What follows belongs to an exercise in optimizing a design on an open flow for a short achievable clock period; a production flow would make more cautious choices.
Function was not checked in any run shown here: the RTL went through the layout flow alone.
No activity file was given, so power comes from the tool's default toggle rates.

==> flow/design.v <==
`timescale 1 ps / 1 ps
module new_component (
		input  wire [7:0]  	s0_address,     
		input  wire        	s0_read,        
		output reg  [31:0] 	s0_readdata,    
		input  wire        	s0_write,       
		input  wire [31:0] 	s0_writedata,   
		input  wire        	clk,          	 
		input  wire        	reset,			 
		output wire	[7:0]		led				 
	);
	reg [31:0] count;
	reg [31:0] duty;
	reg [31:0] period;
	reg        wa, wb, wc;	 
	reg        ca, cb, cc;	 
	reg  [3:0] lp;		 
	reg  [3:0] lq;
	reg  [2:0] ones;	 
	reg        pz;		 
	reg        dz;		 
	reg  [2:0] pzb;		 
	reg  [2:0] dzb;		 
	reg [31:0] pm1;		 
	reg [31:0] dm1;		 
	reg        fp;		 
	reg        fd;		 
	reg        na, nb, nc;	 
	wire wrap = wa | (wb & wc);
	wire ceq  = ca | (cb & cc);
	wire nx   = na | (nb & nc);
	wire [31:0] wd  = s0_writedata;
	wire        hi0 = s0_address[7:2] == 6'd0;
	wire        wr0 = s0_write && hi0 && s0_address[1:0] == 2'd0;
	wire        wr1 = s0_write && hi0 && s0_address[1:0] == 2'd1;
	wire        wr2 = s0_write && hi0 && s0_address[1:0] == 2'd2;
	function [3:0] cmp;
		input [15:0] a;
		input [15:0] b;
		reg   [15:0] g;
		reg   [15:0] l;
		reg   [15:0] m;
		reg   [15:0] o;
		integer      w;
		integer      i;
		begin
			g = a & ~b;
			l = ~a & b;
			m = l;
			o = g;
			for (w = 8; w >= 1; w = w / 2)
				for (i = 0; i < w; i = i + 1)
				begin
					m[i] = (~g[2*i+1] & ~l[2*i+1] & m[2*i]) | (m[2*i+1] & o[2*i]);
					o[i] = o[2*i+1] & o[2*i];
					g[i] = g[2*i+1] | (~l[2*i+1] & g[2*i]);
					l[i] = l[2*i+1] | (~g[2*i+1] & l[2*i]);
				end
			cmp = {g[0], l[0], m[0], o[0]};
		end
	endfunction
	wire [3:0] wp_h = cmp(wd[31:16], period[31:16]);
	wire [3:0] wp_l = cmp(wd[15:0],  period[15:0]);
	wire [3:0] wd_h = cmp(wd[31:16], duty[31:16]);
	wire [3:0] wd_l = cmp(wd[15:0],  duty[15:0]);
	wire [3:0] cw_h = cmp(count[31:16], wd[31:16]);
	wire [3:0] cw_l = cmp(count[15:0],  wd[15:0]);
	wire [3:0] c2_h = cmp({1'b0, count[31:17]}, {1'b0, wd[31:17]});
	wire [3:0] c2_l = cmp(count[16:1], wd[16:1]);
	wire       c2_0 = count[0] == wd[0];
	wire wd_zero  = wd == 32'd0;
	wire [2:0] wzb = {wd[23:16] == 8'd0, wd[15:8] == 8'd0, wd[7:0] == 8'd0};
	wire wd_one   = wd == 32'd1;
	wire p1_h = count[31:16] == pm1[31:16];
	wire p1_l = count[15:0]  == pm1[15:0];
	wire d1_h = count[31:16] == dm1[31:16];
	wire d1_l = count[15:0]  == dm1[15:0];
	wire [3:0]  cin = {&ones[2:0], &ones[1:0], ones[0], 1'b1};
	reg  [31:0] inc;
	reg  [3:0]  inc_ones;	 
	integer     k;
	always @*
	begin
		for (k = 0; k < 4; k = k + 1)
		begin
			inc[8*k +: 8] = count[8*k +: 8] + {7'd0, cin[k]};
			inc_ones[k]   = cin[k] ? (count[8*k +: 8] == 8'hfe) : (count[8*k +: 8] == 8'hff);
		end
	end
	wire [3:0] le = ~(lp & lq);	 
	always @(posedge clk)
	begin
		case(s0_address)
			8'h00   : s0_readdata <= period;
			8'h01   : s0_readdata <= duty;
			8'h02   : s0_readdata <= count;
			default : s0_readdata <= 0;
		endcase
	end
	function [31:0] dec;
		input [31:0] x;
		input [2:0]  z;
		reg   [3:0]  bin;
		integer      j;
		begin
			bin = {&z[2:0], &z[1:0], z[0], 1'b1};
			for (j = 0; j < 4; j = j + 1)
				dec[8*j +: 8] = x[8*j +: 8] - {7'd0, bin[j]};
		end
	endfunction
	always @(posedge clk)
	begin
		pm1 <= dec(period, pzb);
		dm1 <= dec(duty, dzb);
		na  <= wrap ? wd_one : (c2_0 & c2_h[1] & c2_l[0]);
		nb  <= ~wrap & c2_0 & ~c2_h[3] & ~c2_h[2];
		nc  <= c2_l[1];
	end
	always @(posedge clk)
	begin
		if(reset)
		begin
			duty   <= 0;
			period <= 0;
			pz     <= 1'b1;
			dz     <= 1'b1;
			pzb    <= 3'b111;
			dzb    <= 3'b111;
			fp     <= 1'b1;
			fd     <= 1'b1;
		end
		else
		begin
			if(wr0)
			begin
				period <= wd;
				pz     <= wd_zero;
				pzb    <= wzb;
			end
			if(wr1)
			begin
				duty   <= wd;
				dz     <= wd_zero;
				dzb    <= wzb;
			end
			fp <= wr0;
			fd <= wr1;
		end
	end
	always @(posedge clk)
	begin
		if(reset)
		begin
			count <= 0;
			ones  <= 3'b000;
			wa    <= 1'b1;
			wb    <= 1'b0;
			wc    <= 1'b0;
			ca    <= 1'b1;
			cb    <= 1'b0;
			cc    <= 1'b0;
			lp    <= 4'h0;
			lq    <= 4'h0;
		end
		else
		begin
			if(wr2)
			begin
				count <= wd;
				ones  <= {wd[23:16] == 8'hff, wd[15:8] == 8'hff, wd[7:0] == 8'hff};
			end
			else if(wrap)
			begin
				count <= 0;
				ones  <= 3'b000;
			end
			else
			begin
				count <= inc;
				ones  <= inc_ones[2:0];
			end
			if(wr2)
			begin
				wa <= wp_h[3];
				wb <= ~wp_h[3] & ~wp_h[2];
				wc <= ~wp_l[2];
			end
			else if(wr0)
			begin
				wa <= wrap ? wd_zero : (cw_h[3] | (cw_h[1] & cw_l[0]));
				wb <= ~wrap & ~cw_h[3] & ~cw_h[2];
				wc <= ~cw_l[2] | cw_l[1];
			end
			else
			begin
				wa <= wrap ? pz : (fp & nx);
				wb <= ~wrap & ~fp & p1_h;
				wc <= p1_l;
			end
			if(wr2)
			begin
				ca <= 1'b0;
				cb <= ~wd_h[3] & ~wd_h[2];
				cc <= ~wd_l[3] & ~wd_l[2];
			end
			else if(wr1)
			begin
				ca <= wrap ? wd_zero : (cw_h[1] & cw_l[0]);
				cb <= ~wrap & ~cw_h[3] & ~cw_h[2];
				cc <= cw_l[1];
			end
			else
			begin
				ca <= wrap ? dz : (fd & nx);
				cb <= ~wrap & ~fd & d1_h;
				cc <= d1_l;
			end
			if(wr2)
			begin
				lp <= {4{~wd_h[2]}};
				lq <= {4{wd_h[3] | wd_l[3]}};
			end
			else if(wr1)
			begin
				lp <= {4{~wrap & ~cw_h[2]}};
				lq <= {4{~wrap & (cw_h[3] | ~cw_l[2])}};
			end
			else
			begin
				lp <= ~({4{wrap}} | (le & {4{~ceq}}));
				lq <= ~({4{wrap}} | (le & {4{~ceq}}));
			end
		end
	end
	assign led = {le[3], le[3], le[2], le[2], le[1], le[1], le[0], le[0]};
endmodule
==> flow/flow/run.sh <==
#!/bin/bash
# Own flow: the standard layout (standard.sh), with
#  - the synthesis script swapped for flow/my_synth.tcl (standard synthesis, but no adder
#    extraction and a delay-oriented ABC mapping script, flow/abc.script);
#  - ports buffered with buf_4 instead of the smallest buffer, and repair allowed to change a
#    cell's footprint when it resizes.
set -euo pipefail
W=$PWD
export FLOW_SYNTH_TCL=$W/synth_recipe.tcl
export ABC_SCRIPT_OVERRIDE=$W/flow/abc.script
sed "s|SYNTH_SCRIPT=[^ ]*|SYNTH_SCRIPT=$W/flow/my_synth.tcl|" standard.sh > my_standard.sh
grep -q "SYNTH_SCRIPT=$W/flow/my_synth.tcl" my_standard.sh
bash my_standard.sh "BUFFER_PORTS_ARGS=-buffer_cell sky130_fd_sc_hd__buf_4" MATCH_CELL_FOOTPRINT=0 finish > $W/make_finish.log 2>&1
==> flow/flow/abc.script <==
strash
dch
map
buffer -c
topo
stime -c
upsize -c
dnsize -c
==> flow/flow/my_synth.tcl <==
# The standard synthesis (synth_recipe.tcl), with two changes to the mapping of the logic
# between the registers: Yosys's adder extraction is skipped, so ABC sees every gate, and the
# final ABC run uses the script in ABC_SCRIPT_OVERRIDE. Registers are mapped as in the
# standard synthesis.
proc extract_fa {args} { puts "extract_fa skipped" }
proc abc {args} {
  set i [lsearch -exact $args -script]
  if { $i >= 0 } { lset args [expr { $i + 1 }] $::env(ABC_SCRIPT_OVERRIDE) }
  yosys abc {*}$args
}
source $::env(FLOW_SYNTH_TCL)
==> flow/standard.sh <==
#!/bin/bash
# synth_recipe.tcl (not shown) runs the flow's synth.tcl, then flattens the netlist and writes it again
# the make line also repeats each setting of config.mk as NAME=value (left out here)
make -C /OpenROAD-flow-scripts/flow DESIGN_CONFIG=/design/flow/config.mk WORK_HOME=/design/flow/orfs CLKGATE_MAP_FILE= SYNTH_SCRIPT=/design/flow/synth_recipe.tcl "${@:-finish}"
==> flow/config.mk <==
export PLATFORM = sky130hd
export DESIGN_NAME = new_component
export DESIGN_NICKNAME = new_component
export VERILOG_FILES = /design/flow/design.v
export SDC_FILE = /design/flow/constraint.sdc
export NUM_CORES = 4
export LEC_CHECK = 0
export CAP_MARGIN = 20
export CORE_MARGIN = 2
export CORE_UTILIZATION = 40
export SETUP_SLACK_MARGIN = 1.6
export SLEW_MARGIN = 20
export TNS_END_PERCENT = 10
==> flow/constraint.sdc <==
create_clock -name core_clock -period 3.2 [get_ports {clk}]
set_input_delay 0.6400 -clock core_clock [delete_from_list [all_inputs] [get_ports {clk}]]
set_output_delay 0.6400 -clock core_clock [all_outputs]
set_load 0.01 [all_outputs]
==> results of run 1 <==
[worst max-delay path: cells and delay by family]
family	cells	cell delay, ns
AND/OR/NAND/NOR	5	1.10
buffers and inverters	4	0.51
AO/OA/AOI/OAI	2	0.27
[state kept, by name, summed over array words and instances, names as in the netlist, 3 cells and up]
name / flops
s0_readdata: 32
duty: 32
pzb: 3
dzb: 3
lq: 4
count: 32
dm1: 32
pm1: 32
period: 32
ones: 3
lp: 4
[what timing repair did]
action,4_1_cts,5_1_grt
endpoints found under the hold margin,0,0
setup endpoints to repair,209,213
pin swaps,32,42
gates cloned,5,1
resized for setup,142,112
buffers inserted,34,23
[area by class of cell]
type | count | share of cell area [%]
flip-flops and latches | 222 | 29.5
inverters | 171 | 4.67
multi-input cells | 1288 | 47.5
well taps | 390 | 3.20
clock inverters | 11 | 0.607
repair buffers | 175 | 9.73
clock buffers | 34 | 4.78
[per-stage QoR]
step / cell area [sq um] / std cells / worst slack [ns] / hold WS, ns / utilization (%)
after global placement: 13100 / 2183 / 0.561 / 0.440 / 44.2
final: 15300 / 2291 / 1.15 / 0.380 / 51.5
after CTS: 14700 / 2267 / 1.20 / 0.364 / 49.5
after global routing: 15300 / 2291 / 1.09 / 0.390 / 51.5
after detailed placement: 13100 / 2183 / 0.543 / 0.441 / 44.2
after floorplan: 12100 / 1754 / 1.00 / 0.399 / -
[Yosys cell counts (all sizes together) (6+ instances only)]
library cell	number	area share, %
nor3	28	1.3
a31oi	26	1.3
o211ai	11	0.69
nor4	18	1.2
dfxtp	222	37
nor2b	12	0.62
xor2	47	3.4
nand3	74	3.1
o221ai	32	2.3
o2111ai	6	0.44
clkinv	9	0.28
or2	17	0.88
o22ai	16	0.83
inv	162	5.0
o21ai	169	7.0
nand2b	8	0.42
nand2	363	11
a21oi	197	8.2
nand4	42	2.2
xnor2	18	1.3
clkbuf	56	1.7
o31ai	10	0.62
buf	17	0.78
a22oi	11	0.69
nor2	136	4.3
[where the power goes]
group          internal [W]  leakage (nW)  switching, W  total, W
registers           0.00277          1.81     0.0000108   0.00278
logic              0.000126          3.72      0.000261  0.000387
clock network       0.00167         0.407       0.00122   0.00290
[kinds of logic (layout without fill, tap and decap cells)]
family          Yosys count  after routing  share of synthesized area [%]
compound gates          516            516                           24.7
xor+xnor                 65             65                           4.72
buf+inv                 244            391                           7.85
flops                   222            222                           36.9
simple gates            707            707                           25.8
[metal layers]
layer	GRT usage, %	vias to the layer above	wire length (microns)
met5	0	-	0
met4	8.37	0	1320
met2	42.0	471	19200
li1	-	6302	-
met1	37.3	6203	19700
met3	3.45	88	2960
[how the worst max path moves through the flow]
stage,from,to,slack [ns]
2_1_floorplan,s0_address[5],period[13],1.0
3_3_place_gp,s0_address[5],ones[0],0.56
3_5_place_dp,s0_address[5],ones[0],0.54
4_1_cts,wc,nb,1.20
5_1_grt,s0_address[5],lp[0],1.09
6_report,s0_address[5],lp[0],1.15
[cells in the final DEF (no fill, tap or decap), drive strengths merged, types with 12 or more instances in the layout]
cell type  netlist  layout
nand2          363     363
dfxtp          222     222
a21oi          197     197
buf             17     172
o21ai          169     169
inv            162     154
nor2           136     136
nand3           74      74
xor2            47      47
nand4           42      42
clkbuf          56      37
o221ai          32      32
nor3            28      28
a31oi           26      26
xnor2           18      18
nor4            18      18
clkinvlp         0      17
or2             17      17
o22ai           16      16
nor2b           12      12
==> notes.md, run 1 <==
DRC Markers=0; CP Cell Sequence=buf_6, or4_4, nor2_4, buf_4, nand2_2, nor2_4, clkinv_4, buf_4, nor2_4, o21ai_0, a21oi_1; vias in the first global route=11900; Final GP Congestion=0.911; Peak VDD IR=318 uV; WS Path Type=in2reg; register area=0.00450 sq mm; die height=178 microns; Syn Nets=1798; Initial Util=40.7%; CP max stage delay=0.53 ns; Core Box Area=0.0296 sq mm; setup_tns=0 ns; Worst setup SP type=primary input; Synth Register Bits=222; global-route wire length before repair=66000 microns; crit path max fanout=4; min-delay src=s0_writedata[6]; # rows=63; area of the multi-input gates=0.00725 sq mm; H-tree depth=1; die area=0.0315 sq mm; chip width=178 microns; share of post-route cells with drive strength above 1=21.7%; period utilisation layout=64.1%; Setup Skew=0.0261 ns; Clock transition at path regs=0.07 ns; Max Slew Vio Count=0; Critical Path Sink Type=flop; P_leak=5.93 nW; r2r startpoint=dzb[0]; WHS Endpoint=count[6]; Final setup viols=0; Final Power=0.00607 W; worst slew pin tran=0.739 ns; total track usage=26.5%; syn_area_per_cell=6.87 sq um; Cells after Synth=1754; WL final=43200 microns; half-perimeter wire length after placement=29500 microns; hold path depth=3; maximum clock path buffer count=3; CTS sink cnt=222; Crit Reg-Reg Endpoint=dm1[30]; Post-synth EDFFs=0; CTS Buf Count=25; Worst EP arrival=2.53 ns; status=timing/DRC/antenna clean; # nets final=1927; Power Density=398 mW/mm^2; DRT iter0 DRCs=1248; largest net degree at the start of global routing=49; # IOs=84; via count=13100; area delta synth->final=26.6%; drt wl/cell=18.8 microns; warnings from Yosys=1; Via density=5.70; critical path's slowest cell=or4_4; Post-synth top flop=dfxtp_1; Critical Path RT=3.68 ns; Hold WC Path Type=in2reg; ys async rst share=0%; Seq/Total Area, Yosys=36.9%; Clk Tree Root Cell=clkbuf_16; final hold vios=0; library cells used by synthesis=57; fillers=2981; initial antenna violation count=0; # diodes=0; Slew HR=50.6%; CTS tree=done; Mapped Area=0.0121 sq mm; I/O Buffers=82; Reg2Reg Depth=8; MaxCap Viol Count=0; Most common cell on crit path=nor2_4; fmax=487 MHz; fin crit period=2.05 ns; cts hold-fix bufs=0; reg2reg setup slack=1.21 ns; Pre-antenna DRT Iters=6; unrepaired setup endpoints after global routing=yes; Routed Antenna Nets=0; grt ovf=0; clock latency (worst-skew pair)=0.55 ns
==> run 2, diff against run 1 <==
--- a/flow/design.v
+++ b/flow/design.v
@@ -14,6 +14,6 @@
 	reg [31:0] period;
-	reg        wa, wb, wc;	 
-	reg        ca, cb, cc;	 
-	reg  [3:0] lp;		 
-	reg  [3:0] lq;
+	reg        wa, wb, wc, wx, wy;	 
+	reg        ca, cb, cc, cx, cy;	 
+	reg  [7:0] lp;		 
+	reg  [7:0] lq;
 	reg  [2:0] ones;	 
@@ -28,4 +28,4 @@
 	reg        na, nb, nc;	 
-	wire wrap = wa | (wb & wc);
-	wire ceq  = ca | (cb & cc);
+	wire wrap = wa | (wb & wc & wx & wy);
+	wire ceq  = ca | (cb & cc & cx & cy);
 	wire nx   = na | (nb & nc);
@@ -73,6 +73,11 @@
 	wire wd_one   = wd == 32'd1;
-	wire p1_h = count[31:16] == pm1[31:16];
-	wire p1_l = count[15:0]  == pm1[15:0];
-	wire d1_h = count[31:16] == dm1[31:16];
-	wire d1_l = count[15:0]  == dm1[15:0];
+	wire [3:0] p1_b, d1_b;	 
+	genvar gb;
+	generate
+		for (gb = 0; gb < 4; gb = gb + 1)
+		begin : eqb
+			assign p1_b[gb] = count[8*gb +: 8] == pm1[8*gb +: 8];
+			assign d1_b[gb] = count[8*gb +: 8] == dm1[8*gb +: 8];
+		end
+	endgenerate
 	wire [3:0]  cin = {&ones[2:0], &ones[1:0], ones[0], 1'b1};
@@ -89,3 +94,3 @@
 	end
-	wire [3:0] le = ~(lp & lq);	 
+	wire [7:0] le = ~(lp & lq);	 
 	always @(posedge clk)
@@ -158,2 +163,4 @@
 			wc    <= 1'b0;
+			wx    <= 1'b1;
+			wy    <= 1'b1;
 			ca    <= 1'b1;
@@ -161,4 +168,6 @@
 			cc    <= 1'b0;
-			lp    <= 4'h0;
-			lq    <= 4'h0;
+			cx    <= 1'b1;
+			cy    <= 1'b1;
+			lp    <= 8'h00;
+			lq    <= 8'h00;
 		end
@@ -186,2 +195,4 @@
 				wc <= ~wp_l[2];
+				wx <= 1'b1;
+				wy <= 1'b1;
 			end
@@ -192,2 +203,4 @@
 				wc <= ~cw_l[2] | cw_l[1];
+				wx <= 1'b1;
+				wy <= 1'b1;
 			end
@@ -196,4 +209,6 @@
 				wa <= wrap ? pz : (fp & nx);
-				wb <= ~wrap & ~fp & p1_h;
-				wc <= p1_l;
+				wb <= ~wrap & ~fp & p1_b[3];
+				wc <= p1_b[2];
+				wx <= p1_b[1];
+				wy <= p1_b[0];
 			end
@@ -204,2 +219,4 @@
 				cc <= ~wd_l[3] & ~wd_l[2];
+				cx <= 1'b1;
+				cy <= 1'b1;
 			end
@@ -210,2 +227,4 @@
 				cc <= cw_l[1];
+				cx <= 1'b1;
+				cy <= 1'b1;
 			end
@@ -214,9 +233,11 @@
 				ca <= wrap ? dz : (fd & nx);
-				cb <= ~wrap & ~fd & d1_h;
-				cc <= d1_l;
-			end
-			if(wr2)
-			begin
-				lp <= {4{~wd_h[2]}};
-				lq <= {4{wd_h[3] | wd_l[3]}};
+				cb <= ~wrap & ~fd & d1_b[3];
+				cc <= d1_b[2];
+				cx <= d1_b[1];
+				cy <= d1_b[0];
+			end
+			if(wr2)
+			begin
+				lp <= {8{~wd_h[2]}};
+				lq <= {8{wd_h[3] | wd_l[3]}};
 			end
@@ -224,13 +245,13 @@
 			begin
-				lp <= {4{~wrap & ~cw_h[2]}};
-				lq <= {4{~wrap & (cw_h[3] | ~cw_l[2])}};
-			end
-			else
-			begin
-				lp <= ~({4{wrap}} | (le & {4{~ceq}}));
-				lq <= ~({4{wrap}} | (le & {4{~ceq}}));
-			end
-		end
-	end
-	assign led = {le[3], le[3], le[2], le[2], le[1], le[1], le[0], le[0]};
+				lp <= {8{~wrap & ~cw_h[2]}};
+				lq <= {8{~wrap & (cw_h[3] | ~cw_l[2])}};
+			end
+			else
+			begin
+				lp <= ~({8{wrap}} | (le & {8{~ceq}}));
+				lq <= ~({8{wrap}} | (le & {8{~ceq}}));
+			end
+		end
+	end
+	assign led = le;
 endmodule
==> flow/flow/abc.script (replaced) <==
strash
&get -n
&st
&syn2
&if -g -K 6
&synch2
&put
dch
map
buffer -c
topo
stime -c
upsize -c
dnsize -c
==> notes.md, run 2 <==
post-route setup slack=1.25 ns (+0.105 ns); combinational power share=7.1% (+0.7 points); commonest non-fill, non-tap cell in the layout=nand2_1; CTS sink cnt=234 (+5.4%); cts hold-fix bufs=0 (unchanged); Peak VDD IR=351 uV (+10%); hold_ws=0.443 ns (+0.0632 ns); Hold WC Path Type=in2reg; cell area after layout=0.0158 sq mm (+3.8%); switching share of power=24.4% (-0.20 points); largest cells by area after synthesis=dfxtp_1, nand2_1, xor2_1; Via density=5.69 (-0.26%); Final Power=0.00644 W (+6.2%); setup_tns=0 ns (unchanged); DP Worst Slack=0.406 ns (-0.137 ns); total track usage=25.4% (-1.1 points); count leader, synth=nand2_1; Post-synth top flop=dfxtp_1; share of post-route cells with drive strength above 1=25.9% (+4.3 points); largest net degree at the start of global routing=33 (-33%); initial antenna violation count=0 (unchanged); Synth Register Bits=234 (+5.4%); Clock transition at path regs=0.06 ns (about the same); Area after DPL=0.0137 sq mm (+4.6%); grt ovf=0 (unchanged); global-route wire length before repair=67100 microns (+1.6%); vias in the first global route=12300 (+2.7%); Final GP Congestion=0.917 (+0.67%); Core Box Area=0.0315 sq mm (+6.2%); die area=0.0333 sq mm (+5.5%); Post-synth EDFFs=0 (unchanged); DRT iter0 DRCs=1045 (-16%); via count=13200 (+0.74%); Psw=0.00158 W (+5.3%); WS Path Type=reg2reg; # nets final=1939 (+0.62%); Max Slew Vio Count=0 (unchanged); worst slew pin tran=1.04 ns (+0.306 ns); Initial Util=40.4% (-0.23 points); syn_area_per_cell=7.16 sq um (+4.2%); # rows=65 (+3.2%); maximum clock path buffer count=3 (unchanged); final hold vios=0 (unchanged); status=timing/DRC/antenna clean; P_leak=6.16 nW (+3.7%); # IOs=84 (unchanged); Routed Antenna Nets=0 (unchanged); Power Density=407 mW/mm^2 (+2.4%); Clk Tree Root Cell=clkbuf_16; clock latency (worst-skew pair)=0.55 ns (about the same); WL final=43900 microns (+1.8%); fin crit period=1.95 ns (-0.105 ns); MaxCap Viol Count=0 (unchanged); ys async rst share=0% (unchanged); Setup Skew=0.0141 ns (-0.0120 ns); Mapped Area=0.0127 sq mm (+5.6%); clock share of power=47.7% (about the same); Cells after Synth=1778 (+1.4%); chip width=182 microns (+2.7%); warnings from Yosys=1 (unchanged); half-perimeter wire length after placement=30800 microns (+4.4%); critical path's slowest cell=nor4_1; Seq/Total Area, Yosys=36.8% (-0.070 points); Final setup viols=0 (unchanged); CTS tree=done; share of the synthesized area in the top cell type=36.8% (-0.070 points); CP max stage delay=0.85 ns (+0.32 ns); # diodes=0 (unchanged); CP Cell Sequence=buf_4, xor2_1, nor4_1, nand3_2, o311ai_4; top cells by count, synth=nand2_1, dfxtp_1, inv_1; unrepaired setup endpoints after global routing=yes; Pre-antenna DRT Iters=5 (-1); Cell Int Power=0.00487 W (+6.5%); Worst EP arrival=2.41 ns (-0.12 ns); fillers=3104 (+4.1%); fmax=514 MHz (+5.4%); area leader, netlist=dfxtp_1; crit path max fanout=4 (unchanged); Critical Path Sink Type=flop; DRC Markers=0 (unchanged); CTS Buf Count=27 (+8.0%); Syn Nets=1822 (+1.3%); period utilisation layout=60.8% (-3.3 points); H-tree depth=1 (unchanged); die height=182 microns (+2.7%); sequential share of power=45.2% (-0.7 points); I/O Buffers=82 (unchanged); area delta synth->final=24.4%; drt wl/cell=19.0 microns (+0.76%); Slew HR=29.7% (-21 points); most frequent cells in the layout=nand2_1, dfxtp_1, buf_4, inv_1, nor2_1; library cells used by synthesis=68 (+19%); Worst setup SP type=flop; Critical Path RT=3.66 ns (-0.02 ns)
[run 2: layout make-up]
cell class	count	area [sq um]	area share (%)
multi-input combinational	1281	7560	47.8
sequential	234	4810	30.3
timing repair buffer	160	1300	8.23
clock buffer	41	818	5.17
inverter	190	779	4.92
tap	402	503	3.18
clock inverter	5	53.8	0.340
timing repair inverter	1	8.76	0.0553
[run 2: through the flow]
step,std cells,utilization [%]
after detailed placement,2210,43.5
after global routing,2314,50.3
final,2314,50.3
after CTS,2268,47.6
after floorplan,1778,-
after global placement,2210,43.5
[run 2: metal layers]
layer | wire length, microns | vias up | part of all wire, % | global-route usage, %
met5 | 0 | - | 0 | 0
met4 | 1400 | 0 | 3.2 | 8.97
met1 | 19700 | 6246 | 45 | 35.4
met3 | 3030 | 79 | 6.9 | 3.27
li1 | - | 6344 | - | -
met2 | 19800 | 492 | 45 | 40.5
[run 2: final timing paths]
| path | from | cells after the start | slack (ns) | endpoint |
|---|---|---|---|---|
| setup / recovery | count[21] | 5 | 1.25 | cc |
| hold / removal | s0_writedata[3] | 3 | 0.44 | count[3] |
| setup reg to reg | count[21] | 5 | 1.25 | cc |
| hold reg to reg | duty[24] | 2 | 0.46 | dm1[24] |
[run 2: logic make-up after synthesis]
logic type | share of synthesized area, %
and+or+nand+nor | 27.6
AOI/OAI and AO/OA | 21.2
buffers and inverters | 8.95
DFF | 36.8
xor gates and xnor gates | 5.44
[run 2: critical path: cells and delay by family (launching register included)]
| family | cells | cell delay [ns] |
|---|---|---|
| and+or+nand+nor | 2 | 1.05 |
| AOI/OAI and AO/OA | 1 | 0.12 |
| buffers and inverters | 1 | 0.16 |
| DFF | 1 | 0.37 |
| xor gates and xnor gates | 1 | 0.17 |
[run 2: timing repair]
action | 4_1_cts | 5_1_grt
pin swaps | 22 | 52
resized for setup | 107 | 158
gates cloned | 1 | 1
setup buffers | 11 | 45
endpoints found under the setup margin | 188 | 187
[run 2: power by group through the flow]
| stage | combinational [W] | clock [W] | sequential [W] |
|---|---|---|---|
| finish | 0.000457 | 0.00307 | 0.00291 |
| global route | 0.000491 | 0.00324 | 0.00291 |
| CTS | 0.000418 | 0.00313 | 0.00293 |
| detailed placement | 0.000398 | 0 | 0.00300 |
| global placement | 0.000396 | 0 | 0.00300 |
| floorplan | 0.000240 | 0 | 0.00300 |
==> run 3, diff against run 2 <==
==> flow/flow/abc.script (replaced) <==
strash
dch
map
buffer -c
topo
stime -c
upsize -c
dnsize -c
==> notes.md, run 3 <==
status=timing/DRC/antenna clean; Cells after Synth=1814 (+2.0%); vias in the first global route=12400 (+1.1%); Simple-Gate Fraction of Synth Area=23.2% (-4.4 points); clock share of power=50.8% (+3.1 points); die area=0.0328 sq mm (-1.5%); multiplexer share of the synthesized area=0% (unchanged); drt wl/cell=18.9 microns (-0.40%); DRC Markers=0 (unchanged); P_leak=6.32 nW (+2.7%); # nets final=1983 (+2.3%); GR Util met3=3.27% (-0.0073 points); dpl cells=2223 (+0.59%); share of the synthesized area in the top cell type=37.4% (+0.57 points); MaxCap Viol Count=0 (unchanged); Slew HR=46.2% (+16 points); Worst setup SP type=primary input; library cells used by synthesis=56 (-18%); Seq/Total Area, Yosys=37.4% (+0.57 points); post-synthesis compound-gate area fraction=26.0% (+4.8 points); chip width=181 microns (-0.75%); Via density=5.75 (+1.2%); total track usage=25.5% (+0.040 points); commonest non-fill, non-tap cell in the layout=nand2_1; Power Density=413 mW/mm^2 (+1.5%); unrepaired setup endpoints after global routing=yes; crit path max fanout=8 (+4); Cell Int Power=0.00527 W (+8.3%); DRT iter0 DRCs=1115 (+6.7%); Pre-antenna DRT Iters=6 (+1); die height=181 microns (-0.75%); post-synthesis xor/xnor area fraction=5.52% (+0.085 points); setup_tns=0 ns (unchanged); final hold vios=0 (unchanged); Routed Antenna Nets=0 (unchanged); fmax=516 MHz (+0.45%); warnings from Yosys=1 (unchanged); period utilisation layout=60.6% (-0.27 points); Setup Skew=0.0214 ns (+0.00731 ns); met1 Use GR=35.0% (-0.40 points); share of post-route cells with drive strength above 1=26.5% (+0.58 points); Max Slew Vio Count=0 (unchanged); Synth Register Bits=234 (unchanged); largest cells by area after synthesis=dfxtp_1, nand2_1, o21ai_0; Initial Util=40.8% (+0.32 points); area delta synth->final=32.5%; met2 usage=41.3% (+0.79 points); H-tree depth=1 (unchanged); CTS Buf Count=27 (unchanged); Clk Tree Root Cell=clkbuf_16; combinational power share=6.7% (-0.4 points); WL final=44500 microns (+1.3%); # IOs=84 (unchanged); Worst EP arrival=2.35 ns (-0.06 ns); global-route wire length before repair=67100 microns (about the same); switching share of power=23.1% (-1.3 points); half-perimeter wire length after placement=30200 microns (-2.0%); area leader, netlist=dfxtp_1; Core Box Area=0.0307 sq mm (-2.3%); Clock transition at path regs=0.06 ns (about the same); Cell Count, Final, Fillers Out=2353 (+1.7%); Final setup viols=0 (unchanged); count leader, synth=nand2_1; Post-synth EDFFs=0 (unchanged); Mapped Area=0.0125 sq mm (-1.5%); sequential share of power=42.5% (-2.7 points); # diodes=0 (unchanged); Post-synth top flop=dfxtp_1; Psw=0.00159 W (+0.81%); Synth Area in Adders=0% (unchanged); syn_area_per_cell=6.91 sq um (-3.5%); fin crit period=1.94 ns (-0.00865 ns); CTS tree=done; maximum clock path buffer count=3 (unchanged); grt ovf=0 (unchanged); Hold WC Path Type=in2reg; largest net degree at the start of global routing=47 (+42%); largest family of logic cells by synthesized area=compound AO/OA/AOI/OAI gates; clock latency (worst-skew pair)=0.55 ns (about the same); Critical Path Sink Type=flop; grt peak-use layer=met2; Peak VDD IR=395 uV (+13%); worst slew pin tran=0.787 ns (-0.258 ns); ys async rst share=0% (unchanged); cts hold-fix bufs=0 (unchanged); WS Path Type=in2reg; CTS sink cnt=234 (unchanged); Syn Nets=1858 (+2.0%); Final GP Congestion=0.915 (-0.25%); # rows=64 (-1.5%); Critical Path RT=3.62 ns (-0.04 ns); I/O Buffers=82 (unchanged); most frequent cells in the layout=nand2_1, dfxtp_1, o21ai_0, buf_4, a21oi_1; fillers=2949 (-5.0%); via count=13500 (+2.9%); top cells by count, synth=nand2_1, dfxtp_1, o21ai_0; initial antenna violation count=0 (unchanged)
-- run 3: changes by cell type after synthesis, moves of 9 or more --
cell	before	now
o21ai_0	56	221
a21oi_1	80	185
nand2_1	419	359
o22ai_1	79	19
clkbuf_1	13	59
xnor2_1	10	43
xor2_1	69	36
nand3_1	100	70
buf_2	42	19
inv_2	27	4
o21ai_1	23	1
a22oi_1	26	47
a31oi_1	42	29
o22ai_2	9	0
-- run 3: what timing repair did --
action	4_1_cts	5_1_grt
pin swaps	32	71
gates resized for setup	242	210
cloned	1	1
setup endpoints to repair	195	223
buffers inserted	36	45
-- run 3: cell families after synthesis --
logic type	after synthesis
flip-flops	234
buffers and inverters	255
AO/OA/AOI/OAI	569
AND/OR/NAND/NOR	677
XOR/XNOR	79
-- run 3: stage by stage --
step | hold slack (ns) | power (W) | cell area (sq um) | setup WS (ns) | util (%)
2_1_floorplan | 0.406 | 0.00322 | 12600 | 1.12 | -
3_3_place_gp | 0.442 | 0.00336 | 13500 | 0.369 | 43.8
3_5_place_dp | 0.449 | 0.00336 | 13500 | 0.309 | 43.8
4_1_cts | 0.384 | 0.00685 | 15500 | 1.37 | 50.3
5_1_grt | 0.373 | 0.00708 | 16600 | 1.22 | 54.0
6_report | 0.362 | 0.00686 | 16600 | 1.26 | 54.0
-- run 3: worst max-delay path, stage by stage --
cell	delay (ns)
buf_12	0.08
clkinvlp_4	0.18
nor2_4	0.21
nand2_2	0.09
a41oi_4	0.29
buf_6	0.14
o21ai_4	0.05
a21oi_4	0.21
a21oi_4	0.10
buf_12	0.15
o22ai_1	0.11
a21oi_1	0.08
-- run 3: metal layers --
layer / up-vias / wire length (microns)
met5: - / 0
met4: 0 / 1310
met3: 77 / 3050
met2: 502 / 20500
met1: 6445 / 19700
li1: 6516 / -
-- run 3: worst paths after layout --
kind,startpoint,cells after the start,end,slack (ns)
max,s0_writedata[30],12,lq[4],1.26
min,s0_writedata[31],3,count[31],0.36
max reg2reg,count[29],11,lq[4],1.28
min reg2reg,duty[23],1,dm1[23],0.45
-- run 3: area by class of cell --
| cell class | count | area, sq um | area share [%] |
|---|---|---|---|
| Clock buffer | 37 | 763 | 4.60 |
| Clock inverter | 10 | 228 | 1.37 |
| Sequential cell | 234 | 4810 | 29.0 |
| Timing Repair Buffer | 180 | 1500 | 9.05 |
| Multi-Input combinational cell | 1326 | 8050 | 48.5 |
| Inverter | 170 | 751 | 4.52 |
| Tap cell | 396 | 495 | 2.98 |
-- run 3: power groups by stage --
stage | sequential (W) | clock, W | combinational, W
detailed placement | 0.00301 | 0 | 0.000353
floorplan | 0.00300 | 0 | 0.000216
CTS | 0.00292 | 0.00353 | 0.000394
finish | 0.00292 | 0.00348 | 0.000462
global placement | 0.00301 | 0 | 0.000350
global route | 0.00292 | 0.00366 | 0.000499

==> port drivers added, routing unchanged <==
No port has a modelled driver above. Below, the same layouts with a new extraction and two added sets of constraints. Step 1, drivers: a clkbuf_16 drives clk and a buf_2 each remaining input, both assumed. Step 2 also shifts input and output timing later by t, the mid clock arrival at the registers, as if the neighbouring blocks saw the same clock. a / b / c = no drivers / after step 1 / after step 2; a / b = the first two.
| run | t (ns) | slack for setup (ns) | hold slack, ns |
|---|---|---|---|
| run 1 | 0.589 | 1.148 / 1.162 / 0.573 | 0.380 / 0.356 / 0.459 |
| run 2 | 0.590 | 1.253 / 1.253 / 0.778 | 0.443 / 0.420 / 0.464 |
| run 3 | 0.593 | 1.262 / 1.254 / 0.661 | 0.362 / 0.343 / 0.453 |
After both steps every run listed still meets setup and hold. The setup slack of run 3, which loses most, moves by -0.008 ns with the drivers and by -0.601 ns with both steps.
